From an optimization exercise on the open Yosys and OpenROAD flow, aimed at small area and a short achievable clock period; shortcuts taken in it are not production practice.
At most, simulation tests tie the RTL to the original design; equivalence was not proved.
Power and IR drop assume default switching activity.

==> 01-12 <==
// alu_design
module alu_design #(parameter W = 16, parameter N = 4) (
  clock, reset, CE, INP_valid, MODE, CMD, OPA, OPB, CIN, ERR, RES, OV, COUT, G, L, E);
  input clock;
  input reset;
  input CE;
  input [1:0] INP_valid;
  input MODE;
  input [N-1:0] CMD;
  input [W-1:0] OPA;
  input [W-1:0] OPB;
  input CIN;
  output reg ERR;
  output reg [2*W-1:0] RES;
  output reg OV;
  output reg COUT;
  output reg G;
  output reg L;
  output reg E;
wire i_v01 = (INP_valid == 2'b01);
wire i_v11 = (INP_valid == 2'b11);
wire i_rol  = ~MODE & i_v11 & (CMD == 4'b1100);
wire i_ror  = ~MODE & i_v11 & (CMD == 4'b1101);
wire i_shra = ~MODE & i_v01 & (CMD == 4'b1000);
wire i_shla = ~MODE & i_v01 & (CMD == 4'b1001);
wire i_mul  = MODE & i_v11 & ((CMD == 4'b1001) | (CMD == 4'b1010));
wire i_rotbad = |OPB[W-1:5];
wire i_rot  = (i_rol | i_ror) & ~i_rotbad;
wire i_oneh = i_rot | i_shra | i_shla;
wire [3:0] i_k = i_rol ? OPB[3:0] : i_ror ? (4'd0 - OPB[3:0]) : i_shla ? 4'd1 : 4'd15;
wire [W-1:0] i_b = i_oneh ? (16'd1 << i_k) : OPB;
wire i_l11 = ~MODE & i_v11;
wire i_l01 = ~MODE & i_v01;
wire i_l10 = ~MODE & (INP_valid == 2'b10);
wire [W-1:0] i_lres =
    ({W{i_l11 & (CMD == 4'b0000)}}  & (OPA & OPB)) |
    ({W{i_l11 & (CMD == 4'b0001)}} & ~(OPA & OPB)) |
    ({W{i_l11 & (CMD == 4'b0010)}}   & (OPA | OPB)) |
    ({W{i_l11 & (CMD == 4'b0011)}}  & ~(OPA | OPB)) |
    ({W{i_l11 & (CMD == 4'b0100)}}  & (OPA ^ OPB)) |
    ({W{i_l11 & (CMD == 4'b0101)}} & ~(OPA ^ OPB)) |
    ({W{i_l01 & (CMD == 4'b0110)}} & ~OPA) |
    ({W{i_l10 & (CMD == 4'b0111)}} & ~OPB) |
    ({W{i_l10 & (CMD == 4'b1010)}} & (OPB >> 1)) |
  ...
clock: 8.3 ns
lec_check: 0
cap_margin: 20
core_margin: 2
core_utilization: 65
place_density: 0.75
setup_slack_margin: 2.5
slew_margin: 20
run.sh (not shown) runs the stock make flow with config.mk's settings and CLKGATE_MAP_FILE= SYNTH_SCRIPT=/design/flow/synth_recipe.tcl, a recipe that flattens the netlist after the stock synthesis.
==> 07-07 (differences from 01-12) <==
--- a/flow/design.v
+++ b/flow/design.v
@@ -24,31 +24,14 @@
 wire i_shla = ~MODE & i_v01 & (CMD == 4'b1001);
 wire i_mul  = MODE & i_v11 & ((CMD == 4'b1001) | (CMD == 4'b1010));
 wire i_rotbad = |OPB[W-1:5];
 wire i_rot  = (i_rol | i_ror) & ~i_rotbad;
 wire i_oneh = i_rot | i_shra | i_shla;
 wire [3:0] i_k = i_rol ? OPB[3:0] : i_ror ? (4'd0 - OPB[3:0]) : i_shla ? 4'd1 : 4'd15;
 wire [W-1:0] i_b = i_oneh ? (16'd1 << i_k) : OPB;
-wire i_l11 = ~MODE & i_v11;
-wire i_l01 = ~MODE & i_v01;
-wire i_l10 = ~MODE & (INP_valid == 2'b10);
-wire [W-1:0] i_lres =
-    ({W{i_l11 & (CMD == 4'b0000)}}  & (OPA & OPB)) |
-    ({W{i_l11 & (CMD == 4'b0001)}} & ~(OPA & OPB)) |
-    ({W{i_l11 & (CMD == 4'b0010)}}   & (OPA | OPB)) |
-    ({W{i_l11 & (CMD == 4'b0011)}}  & ~(OPA | OPB)) |
-    ({W{i_l11 & (CMD == 4'b0100)}}  & (OPA ^ OPB)) |
-    ({W{i_l11 & (CMD == 4'b0101)}} & ~(OPA ^ OPB)) |
-    ({W{i_l01 & (CMD == 4'b0110)}} & ~OPA) |
-    ({W{i_l10 & (CMD == 4'b0111)}} & ~OPB) |
-    ({W{i_l10 & (CMD == 4'b1010)}} & (OPB >> 1)) |
-    ({W{i_l10 & (CMD == 4'b1011)}} & (OPB << 1));
-wire i_logic = (i_l11 & (CMD <= 4'b0101)) | (i_l01 & (CMD == 4'b0110)) |
-               (i_l10 & ((CMD == 4'b0111) | (CMD == 4'b1010) | (CMD == 4'b1011)));
-wire [W-1:0] i_a = i_logic ? i_lres : OPA;
 reg i_err;
 always @(*) begin
   i_err = 1'b1;
   if (MODE) begin
     case (INP_valid)
       2'b01: i_err = ~((CMD == 4'b0100) | (CMD == 4'b0101));
       2'b10: i_err = ~((CMD == 4'b0110) | (CMD == 4'b0111));
@@ -60,16 +43,14 @@
       2'b01: i_err = ~((CMD == 4'b0110) | (CMD == 4'b1000) | (CMD == 4'b1001));
       2'b10: i_err = ~((CMD == 4'b0111) | (CMD == 4'b1010) | (CMD == 4'b1011));
       2'b11: i_err = ~((CMD <= 4'b0101) | (((CMD == 4'b1100) | (CMD == 4'b1101)) & ~i_rotbad));
       default: i_err = 1'b1;
     endcase
   end
 end
-localparam KL = 8;     
-localparam KH = 27;    
 reg [W-1:0] na_r, nb_r;
 reg [N-1:0] cmd_r;
 reg [1:0] valid_r;
 reg mode_r, cin_r;
 reg mul_r, err_r;
 always @(posedge clock or posedge reset) begin
   if (reset) begin
@@ -78,15 +59,15 @@
     cmd_r   <= 0;
     valid_r <= 0;
     mode_r  <= 0;
     cin_r   <= 0;
     mul_r   <= 0;
     err_r   <= 0;
   end else if (CE) begin
-    na_r    <= ~i_a;
+    na_r    <= ~OPA;
     nb_r    <= ~i_b;
     cmd_r   <= CMD;
     valid_r <= INP_valid;
     mode_r  <= MODE;
     cin_r   <= CIN;
     mul_r   <= i_mul | i_oneh;
     err_r   <= i_err;
@@ -128,18 +109,16 @@
 wire op_shlb   = lm & v10 & (cmd_r == 4'b1011);
 wire err_comb = ~ok | (valid_r == 2'b00);
 wire r_v01 = (valid_r == 2'b01);
 wire r_v10 = (valid_r == 2'b10);
 wire r_v11 = (valid_r == 2'b11);
 wire sgn     = op_sadd | op_ssub;
 wire r_sgn   = am & r_v11 & ((cmd_r == 4'b1011) | (cmd_r == 4'b1100));
-wire r_logic = lm & ((r_v11 & (cmd_r <= 4'b0101)) | (r_v01 & (cmd_r == 4'b0110)) |
-                     (r_v10 & ((cmd_r == 4'b0111) | (cmd_r == 4'b1010) | (cmd_r == 4'b1011))));
-wire use_a   = (am & ((r_v11 & ((cmd_r[3:2] == 2'b00) | (cmd_r == 4'b1001) | (cmd_r == 4'b1011) | (cmd_r == 4'b1100))) |
-                      (r_v01 & ((cmd_r == 4'b0100) | (cmd_r == 4'b0101))))) | r_logic;
+wire use_a   = am & ((r_v11 & ((cmd_r[3:2] == 2'b00) | (cmd_r == 4'b1001) | (cmd_r == 4'b1011) | (cmd_r == 4'b1100))) |
+                     (r_v01 & ((cmd_r == 4'b0100) | (cmd_r == 4'b0101))));
 wire ones_a  = am & r_v10 & (cmd_r == 4'b0111);
 wire use_b   = am & ((r_v11 & ((cmd_r[3:2] == 2'b00) | (cmd_r == 4'b1001) | (cmd_r == 4'b1011) | (cmd_r == 4'b1100))) |
                      (r_v10 & ((cmd_r == 4'b0110) | (cmd_r == 4'b0111))));
 wire inv_b   = am & ((r_v11 & ((cmd_r == 4'b0001) | (cmd_r == 4'b0011) | (cmd_r == 4'b1100))) |
                      (r_v01 & (cmd_r == 4'b0101)));
 wire cin_eff = am & ((r_v11 & ((cmd_r == 4'b0001) | (cmd_r == 4'b1100) | (cmd_r == 4'b1001) |
                                ((cmd_r == 4'b0010) & cin_r) | ((cmd_r == 4'b0011) & ~cin_r))) |
@@ -978,90 +957,58 @@
 assign ty[29] = hs20;
 wire hs21 = pp15_15 ^ fc234;
 wire hc21 = pp15_15 & fc234;
 assign tx[30] = hc20;
 assign ty[30] = hs21;
 assign tx[31] = hc21;
 assign ty[31] = 1'b0;
+wire [2*W-1:0] S = tx + ty;
 wire eq = (opa_r == opb_r);
 wire lt = {opa_r[W-1] ^ sgn, opa_r[W-2:0]} < {opb_r[W-1] ^ sgn, opb_r[W-2:0]};
 wire cmp_sel = op_cmp | sgn;
+wire [W-1:0] lres =
+    ({W{op_and}}  & (opa_r & opb_r)) |
+    ({W{op_nand}} & ~(opa_r & opb_r)) |
+    ({W{op_or}}   & (opa_r | opb_r)) |
+    ({W{op_nor}}  & ~(opa_r | opb_r)) |
+    ({W{op_xor}}  & (opa_r ^ opb_r)) |
+    ({W{op_xnor}} & ~(opa_r ^ opb_r)) |
+    ({W{op_nota}} & ~opa_r) |
+    ({W{op_notb}} & ~opb_r) |
+    ({W{op_shrb}} & (opb_r >> 1)) |
+    ({W{op_shlb}} & (opb_r << 1));
 wire ar_small = op_add | op_sub | op_addc | op_subc | op_inca | op_deca | op_incb | op_decb | sgn;
 wire sx       = op_sub | op_subc | op_deca | op_decb | sgn;
-wire logic_op = op_and | op_nand | op_or | op_nor | op_xor | op_xnor | op_nota | op_notb | op_shrb | op_shlb;   
-wire [KL:0] lo_sum = tx[KL-1:0] + ty[KL-1:0];
-wire [2*W-KH-1:0] hi_sum = tx[2*W-1:KH] + ty[2*W-1:KH];
-wire c_lo  = ar_small | op_muli | rot_ok | op_shla | logic_op;   
-wire c_hi  = rot_ok | op_shra;                                   
-wire c_sh  = op_muls;                                            
-wire c_16  = ar_small | op_muli;                                 
-wire c_up  = op_muli;                                            
-wire c_sx  = sx;                                                 
-wire c_co  = op_add | op_addc | op_inca | op_incb;               
-wire c_ovu = op_sub | op_deca | op_decb | (op_subc & ~(cin_r & (&opb_r)));   
-wire c_ovs = sgn;                                                
+wire sel_lo   = ar_small | op_muli | rot_ok | op_shla;
+wire sel_hi   = rot_ok | op_shra;
+wire [2*W-1:0] res_comb =
+    ({2*W{ar_small}} & {{(W-1){S[W] & sx}}, S[W:0]}) |
+    ({2*W{op_muli}}  & S) |
+    ({2*W{op_muls}}  & {S[2*W-2:0], 1'b0}) |
+    {{W{1'b0}}, ({W{sel_lo}} & S[W-1:0]) | ({W{sel_hi}} & S[2*W-1:W]) | lres};
+wire cout_comb = S[W] & (op_add | op_addc | op_inca | op_incb);
+wire ov_comb   = (S[W] & (op_sub | op_deca | op_decb)) |
+                 (S[W] & op_subc & ~(cin_r & (&opb_r))) |
+                 ((S[W] ^ S[W-1]) & sgn);
 wire e_comb = cmp_sel & eq;
 wire l_comb = cmp_sel & lt;
 wire g_comb = cmp_sel & ~eq & ~lt;
-reg [KL-1:0] s_lo;
-reg        s_cl;
-reg [KH-KL-1:0] s_mx, s_my;
-reg [2*W-KH-1:0] s_hi;
-reg q_lo, q_hi, q_sh, q_16, q_up, q_sx, q_co, q_ovu, q_ovs;
-reg q_g, q_l, q_e, q_err;
 always @(posedge clock or posedge reset) begin
   if (reset) begin
-    s_lo  <= 0;
-    s_cl  <= 0;
-    s_mx  <= 0;
-    s_my  <= 0;
-    s_hi  <= 0;
-    q_lo  <= 0;
-    q_hi  <= 0;
-    q_sh  <= 0;
-    q_16  <= 0;
-    q_up  <= 0;
-    q_sx  <= 0;
-    q_co  <= 0;
-    q_ovu <= 0;
-    q_ovs <= 0;
-    q_g   <= 0;
-    q_l   <= 0;
-    q_e   <= 0;
-    q_err <= 0;
+    RES  <= 0;
+    COUT <= 0;
+    OV   <= 0;
+    G    <= 0;
+    L    <= 0;
+    E    <= 0;
+    ERR  <= 0;
   end else if (CE) begin
-    s_lo  <= lo_sum[KL-1:0];
-    s_cl  <= lo_sum[KL];
-    s_mx  <= tx[KH-1:KL];
-    s_my  <= ty[KH-1:KL];
-    s_hi  <= hi_sum;
-    q_lo  <= c_lo;
-    q_hi  <= c_hi;
-    q_sh  <= c_sh;
-    q_16  <= c_16;
-    q_up  <= c_up;
-    q_sx  <= c_sx;
-    q_co  <= c_co;
-    q_ovu <= c_ovu;
-    q_ovs <= c_ovs;
-    q_g   <= g_comb;
-    q_l   <= l_comb;
-    q_e   <= e_comb;
-    q_err <= err_comb;
+    RES  <= res_comb;
+    COUT <= cout_comb;
+    OV   <= ov_comb;
+    G    <= g_comb;
+    L    <= l_comb;
+    E    <= e_comb;
+    ERR  <= err_comb;
   end
 end
-wire [KH-KL:0] mid_sum = s_mx + s_my + s_cl;
-wire [2*W-KH-1:0] hi_fin = s_hi + mid_sum[KH-KL];
-wire [2*W-1:0] S = {hi_fin, mid_sum[KH-KL-1:0], s_lo};
-always @(*) begin
-  RES = ({2*W{q_sh}} & {S[2*W-2:0], 1'b0}) |
-        {({(W-1){q_up}} & S[2*W-1:W+1]) | {(W-1){q_sx & S[W]}},
-         q_16 & S[W],
-         ({W{q_lo}} & S[W-1:0]) | ({W{q_hi}} & S[2*W-1:W])};
-  COUT = q_co & S[W];
-  OV   = (q_ovu & S[W]) | (q_ovs & (S[W] ^ S[W-1]));
-  G    = q_g;
-  L    = q_l;
-  E    = q_e;
-  ERR  = q_err;
-end
 endmodule
CORE_UTILIZATION = 45   (was 65)
PLACE_DENSITY = 0.6   (was 0.75)
SETUP_SLACK_MARGIN = 4   (was 2.5)
==> 03-28 (differences from 01-12) <==
--- a/flow/design.v
+++ b/flow/design.v
@@ -68,28 +68,24 @@
 localparam KH = 27;    
 reg [W-1:0] na_r, nb_r;
 reg [N-1:0] cmd_r;
 reg [1:0] valid_r;
 reg mode_r, cin_r;
 reg mul_r, err_r;
 always @(posedge clock or posedge reset) begin
-  if (reset) begin
-    na_r    <= 0;
-    nb_r    <= 0;
-    cmd_r   <= 0;
+  if (reset)
     valid_r <= 0;
-    mode_r  <= 0;
-    cin_r   <= 0;
-    mul_r   <= 0;
-    err_r   <= 0;
-  end else if (CE) begin
+  else if (CE)
+    valid_r <= INP_valid;
+end
+always @(posedge clock) begin
+  if (CE) begin
     na_r    <= ~i_a;
     nb_r    <= ~i_b;
     cmd_r   <= CMD;
-    valid_r <= INP_valid;
     mode_r  <= MODE;
     cin_r   <= CIN;
     mul_r   <= i_mul | i_oneh;
     err_r   <= i_err;
   end
 end
 wire [W-1:0] opa_r = ~na_r;
@@ -1004,40 +1000,39 @@
 wire g_comb = cmp_sel & ~eq & ~lt;
 reg [KL-1:0] s_lo;
 reg        s_cl;
 reg [KH-KL-1:0] s_mx, s_my;
 reg [2*W-KH-1:0] s_hi;
 reg q_lo, q_hi, q_sh, q_16, q_up, q_sx, q_co, q_ovu, q_ovs;
 reg q_g, q_l, q_e, q_err;
+always @(posedge clock) begin
+  if (CE) begin
+    s_lo  <= lo_sum[KL-1:0];
+    s_cl  <= lo_sum[KL];
+    s_mx  <= tx[KH-1:KL];
+    s_my  <= ty[KH-1:KL];
+    s_hi  <= hi_sum;
+  end
+end
 always @(posedge clock or posedge reset) begin
   if (reset) begin
-    s_lo  <= 0;
-    s_cl  <= 0;
-    s_mx  <= 0;
-    s_my  <= 0;
-    s_hi  <= 0;
     q_lo  <= 0;
     q_hi  <= 0;
     q_sh  <= 0;
     q_16  <= 0;
     q_up  <= 0;
     q_sx  <= 0;
     q_co  <= 0;
     q_ovu <= 0;
     q_ovs <= 0;
     q_g   <= 0;
     q_l   <= 0;
     q_e   <= 0;
     q_err <= 0;
   end else if (CE) begin
-    s_lo  <= lo_sum[KL-1:0];
-    s_cl  <= lo_sum[KL];
-    s_mx  <= tx[KH-1:KL];
-    s_my  <= ty[KH-1:KL];
-    s_hi  <= hi_sum;
     q_lo  <= c_lo;
     q_hi  <= c_hi;
     q_sh  <= c_sh;
     q_16  <= c_16;
     q_up  <= c_up;
     q_sx  <= c_sx;
     q_co  <= c_co;
CORE_UTILIZATION = 55   (was 65)
PLACE_DENSITY = 0.7   (was 0.75)
SETUP_SLACK_MARGIN = 3.3   (was 2.5)
==> 04-23 (differences from 01-12) <==
--- a/flow/design.v
+++ b/flow/design.v
@@ -24,31 +24,14 @@
 wire i_shla = ~MODE & i_v01 & (CMD == 4'b1001);
 wire i_mul  = MODE & i_v11 & ((CMD == 4'b1001) | (CMD == 4'b1010));
 wire i_rotbad = |OPB[W-1:5];
 wire i_rot  = (i_rol | i_ror) & ~i_rotbad;
 wire i_oneh = i_rot | i_shra | i_shla;
 wire [3:0] i_k = i_rol ? OPB[3:0] : i_ror ? (4'd0 - OPB[3:0]) : i_shla ? 4'd1 : 4'd15;
 wire [W-1:0] i_b = i_oneh ? (16'd1 << i_k) : OPB;
-wire i_l11 = ~MODE & i_v11;
-wire i_l01 = ~MODE & i_v01;
-wire i_l10 = ~MODE & (INP_valid == 2'b10);
-wire [W-1:0] i_lres =
-    ({W{i_l11 & (CMD == 4'b0000)}}  & (OPA & OPB)) |
-    ({W{i_l11 & (CMD == 4'b0001)}} & ~(OPA & OPB)) |
-    ({W{i_l11 & (CMD == 4'b0010)}}   & (OPA | OPB)) |
-    ({W{i_l11 & (CMD == 4'b0011)}}  & ~(OPA | OPB)) |
-    ({W{i_l11 & (CMD == 4'b0100)}}  & (OPA ^ OPB)) |
-    ({W{i_l11 & (CMD == 4'b0101)}} & ~(OPA ^ OPB)) |
-    ({W{i_l01 & (CMD == 4'b0110)}} & ~OPA) |
-    ({W{i_l10 & (CMD == 4'b0111)}} & ~OPB) |
-    ({W{i_l10 & (CMD == 4'b1010)}} & (OPB >> 1)) |
-    ({W{i_l10 & (CMD == 4'b1011)}} & (OPB << 1));
-wire i_logic = (i_l11 & (CMD <= 4'b0101)) | (i_l01 & (CMD == 4'b0110)) |
-               (i_l10 & ((CMD == 4'b0111) | (CMD == 4'b1010) | (CMD == 4'b1011)));
-wire [W-1:0] i_a = i_logic ? i_lres : OPA;
 reg i_err;
 always @(*) begin
   i_err = 1'b1;
   if (MODE) begin
     case (INP_valid)
       2'b01: i_err = ~((CMD == 4'b0100) | (CMD == 4'b0101));
       2'b10: i_err = ~((CMD == 4'b0110) | (CMD == 4'b0111));
@@ -78,15 +61,15 @@
     cmd_r   <= 0;
     valid_r <= 0;
     mode_r  <= 0;
     cin_r   <= 0;
     mul_r   <= 0;
     err_r   <= 0;
   end else if (CE) begin
-    na_r    <= ~i_a;
+    na_r    <= ~OPA;
     nb_r    <= ~i_b;
     cmd_r   <= CMD;
     valid_r <= INP_valid;
     mode_r  <= MODE;
     cin_r   <= CIN;
     mul_r   <= i_mul | i_oneh;
     err_r   <= i_err;
@@ -123,32 +106,41 @@
 wire op_nota   = lm & v01 & (cmd_r == 4'b0110);
 wire op_shra   = lm & v01 & (cmd_r == 4'b1000);
 wire op_shla   = lm & v01 & (cmd_r == 4'b1001);
 wire op_notb   = lm & v10 & (cmd_r == 4'b0111);
 wire op_shrb   = lm & v10 & (cmd_r == 4'b1010);
 wire op_shlb   = lm & v10 & (cmd_r == 4'b1011);
 wire err_comb = ~ok | (valid_r == 2'b00);
+wire [W-1:0] lres =
+    ({W{op_and}}  & (opa_r & opb_r)) |
+    ({W{op_nand}} & ~(opa_r & opb_r)) |
+    ({W{op_or}}   & (opa_r | opb_r)) |
+    ({W{op_nor}}  & ~(opa_r | opb_r)) |
+    ({W{op_xor}}  & (opa_r ^ opb_r)) |
+    ({W{op_xnor}} & ~(opa_r ^ opb_r)) |
+    ({W{op_nota}} & ~opa_r) |
+    ({W{op_notb}} & ~opb_r) |
+    ({W{op_shrb}} & (opb_r >> 1)) |
+    ({W{op_shlb}} & (opb_r << 1));
 wire r_v01 = (valid_r == 2'b01);
 wire r_v10 = (valid_r == 2'b10);
 wire r_v11 = (valid_r == 2'b11);
 wire sgn     = op_sadd | op_ssub;
 wire r_sgn   = am & r_v11 & ((cmd_r == 4'b1011) | (cmd_r == 4'b1100));
-wire r_logic = lm & ((r_v11 & (cmd_r <= 4'b0101)) | (r_v01 & (cmd_r == 4'b0110)) |
-                     (r_v10 & ((cmd_r == 4'b0111) | (cmd_r == 4'b1010) | (cmd_r == 4'b1011))));
-wire use_a   = (am & ((r_v11 & ((cmd_r[3:2] == 2'b00) | (cmd_r == 4'b1001) | (cmd_r == 4'b1011) | (cmd_r == 4'b1100))) |
-                      (r_v01 & ((cmd_r == 4'b0100) | (cmd_r == 4'b0101))))) | r_logic;
+wire use_a   = am & ((r_v11 & ((cmd_r[3:2] == 2'b00) | (cmd_r == 4'b1001) | (cmd_r == 4'b1011) | (cmd_r == 4'b1100))) |
+                     (r_v01 & ((cmd_r == 4'b0100) | (cmd_r == 4'b0101))));
 wire ones_a  = am & r_v10 & (cmd_r == 4'b0111);
 wire use_b   = am & ((r_v11 & ((cmd_r[3:2] == 2'b00) | (cmd_r == 4'b1001) | (cmd_r == 4'b1011) | (cmd_r == 4'b1100))) |
                      (r_v10 & ((cmd_r == 4'b0110) | (cmd_r == 4'b0111))));
 wire inv_b   = am & ((r_v11 & ((cmd_r == 4'b0001) | (cmd_r == 4'b0011) | (cmd_r == 4'b1100))) |
                      (r_v01 & (cmd_r == 4'b0101)));
 wire cin_eff = am & ((r_v11 & ((cmd_r == 4'b0001) | (cmd_r == 4'b1100) | (cmd_r == 4'b1001) |
                                ((cmd_r == 4'b0010) & cin_r) | ((cmd_r == 4'b0011) & ~cin_r))) |
                      (r_v01 & (cmd_r == 4'b0100)) | (r_v10 & (cmd_r == 4'b0110)));
-wire [W:0] arow = {(opa_r[W-1] & r_sgn) | ones_a, (opa_r & {W{use_a}}) | {W{ones_a}}};
+wire [W:0] arow = {(opa_r[W-1] & r_sgn) | ones_a, (opa_r & {W{use_a}}) | {W{ones_a}} | lres};
 wire [W:0] brow = {(opb_r[W-1] & r_sgn), opb_r & {W{use_b}}} ^ {(W+1){inv_b}};
 wire [W-1:0] bm = opb_r & {W{mul_r}};
 wire [2*W-1:0] tx, ty;
 wire pp0_0 = opa_r[0] & bm[0];
 wire pp0_1 = opa_r[0] & bm[1];
 wire pp0_2 = opa_r[0] & bm[2];
 wire pp0_3 = opa_r[0] & bm[3];
@@ -983,15 +975,15 @@
 assign tx[31] = hc21;
 assign ty[31] = 1'b0;
 wire eq = (opa_r == opb_r);
 wire lt = {opa_r[W-1] ^ sgn, opa_r[W-2:0]} < {opb_r[W-1] ^ sgn, opb_r[W-2:0]};
 wire cmp_sel = op_cmp | sgn;
 wire ar_small = op_add | op_sub | op_addc | op_subc | op_inca | op_deca | op_incb | op_decb | sgn;
 wire sx       = op_sub | op_subc | op_deca | op_decb | sgn;
-wire logic_op = op_and | op_nand | op_or | op_nor | op_xor | op_xnor | op_nota | op_notb | op_shrb | op_shlb;   
+wire logic_op = op_and | op_nand | op_or | op_nor | op_xor | op_xnor | op_nota | op_notb | op_shrb | op_shlb;
 wire [KL:0] lo_sum = tx[KL-1:0] + ty[KL-1:0];
 wire [2*W-KH-1:0] hi_sum = tx[2*W-1:KH] + ty[2*W-1:KH];
 wire c_lo  = ar_small | op_muli | rot_ok | op_shla | logic_op;   
 wire c_hi  = rot_ok | op_shra;                                   
 wire c_sh  = op_muls;                                            
 wire c_16  = ar_small | op_muli;                                 
 wire c_up  = op_muli;                                            
SETUP_SLACK_MARGIN = 3.5   (was 2.5)
==> qor summary <==
metric	07-07	03-28	01-12	04-23
Worst min-delay path startpoint	RES[4]	q_co	q_e	q_16
Most used flip-flop cell after synthesis	sky130_fd_sc_hd__dfrtp_1	sky130_fd_sc_hd__edfxtp_1	sky130_fd_sc_hd__dfrtp_1	sky130_fd_sc_hd__dfrtp_1
CP peak stage delay	570 ps	440 ps	540 ps	550 ps
Terminus of the critical flop-to-flop path	RES[31]	s_hi[4]	s_mx[6]	s_my[9]
Post-synth top area share	0.302	0.297	0.288	0.294
Maximum number of pins on one net before global-route repair	63	73	70	97
Transition time at the pin with the least slew margin	1010 ps	1030 ps	1120 ps	1010 ps
Critical Path Source	mul_r	s_my[0]	s_my[7]	s_mx[8]
GPL Wtd Cong	0.939	0.943	0.969	0.991
Async set-reset flop share out of synthesis	1.00	0.144	1.00	1.00
Sequential group power	0.519 mW	0.916 mW	0.777 mW	0.765 mW
Final HPWL DP	43.0 mm	33.9 mm	36.0 mm	38.9 mm
Post-cts repair resize count	169	43	0	190
Final core area utilization	0.566	0.624	0.701	0.806
Total power draw	5.59 mW	4.19 mW	3.02 mW	3.88 mW
Critical Path Sink Type	flop	output port	output port	output port
Share of cell area taken by multi-input logic gates	0.691	0.655	0.697	0.656
Worst Hold Path EP	RES[4]	q_co	q_e	q_16
Post-CTS repair timing setup buffer count	63	7	0	61
Status	complete, no violations	complete, no violations	complete, no violations	complete, no violations
The RTL of 04-23 was laid out without a check of its function.

separate check: timing with driven ports:
The flow's constraints put no driver on any port. The routed layouts listed below were extracted and timed again, unchanged, in two steps. Step 1 assumes that a clkbuf_16 drives the clock port and a buf_2 every other input. Step 2, shift: input delay + t, output delay - t, t = (earliest + latest rising clock arrival at the registers) / 2. This alone moves slack from input paths to output paths. Slacks: no drivers / after step 1 / after step 2; pairs: no drivers / after step 1.
run	t (ns)	setup slack, ns	slew at the worst register clock pin (ns)	worst data-port slew with drivers (ns)
01-12	0.404	2.753 / 2.710 / 2.872	0.08 / 0.08	0.04
07-07	0.391	2.013 / 2.013 / 2.013	0.06 / 0.06	0.04
03-28	0.413	3.380 / 3.331 / 3.437	0.08 / 0.08	0.03
04-23	0.413	2.855 / 2.803 / 3.216	0.08 / 0.08	0.04
After both steps every run listed still meets setup and hold.
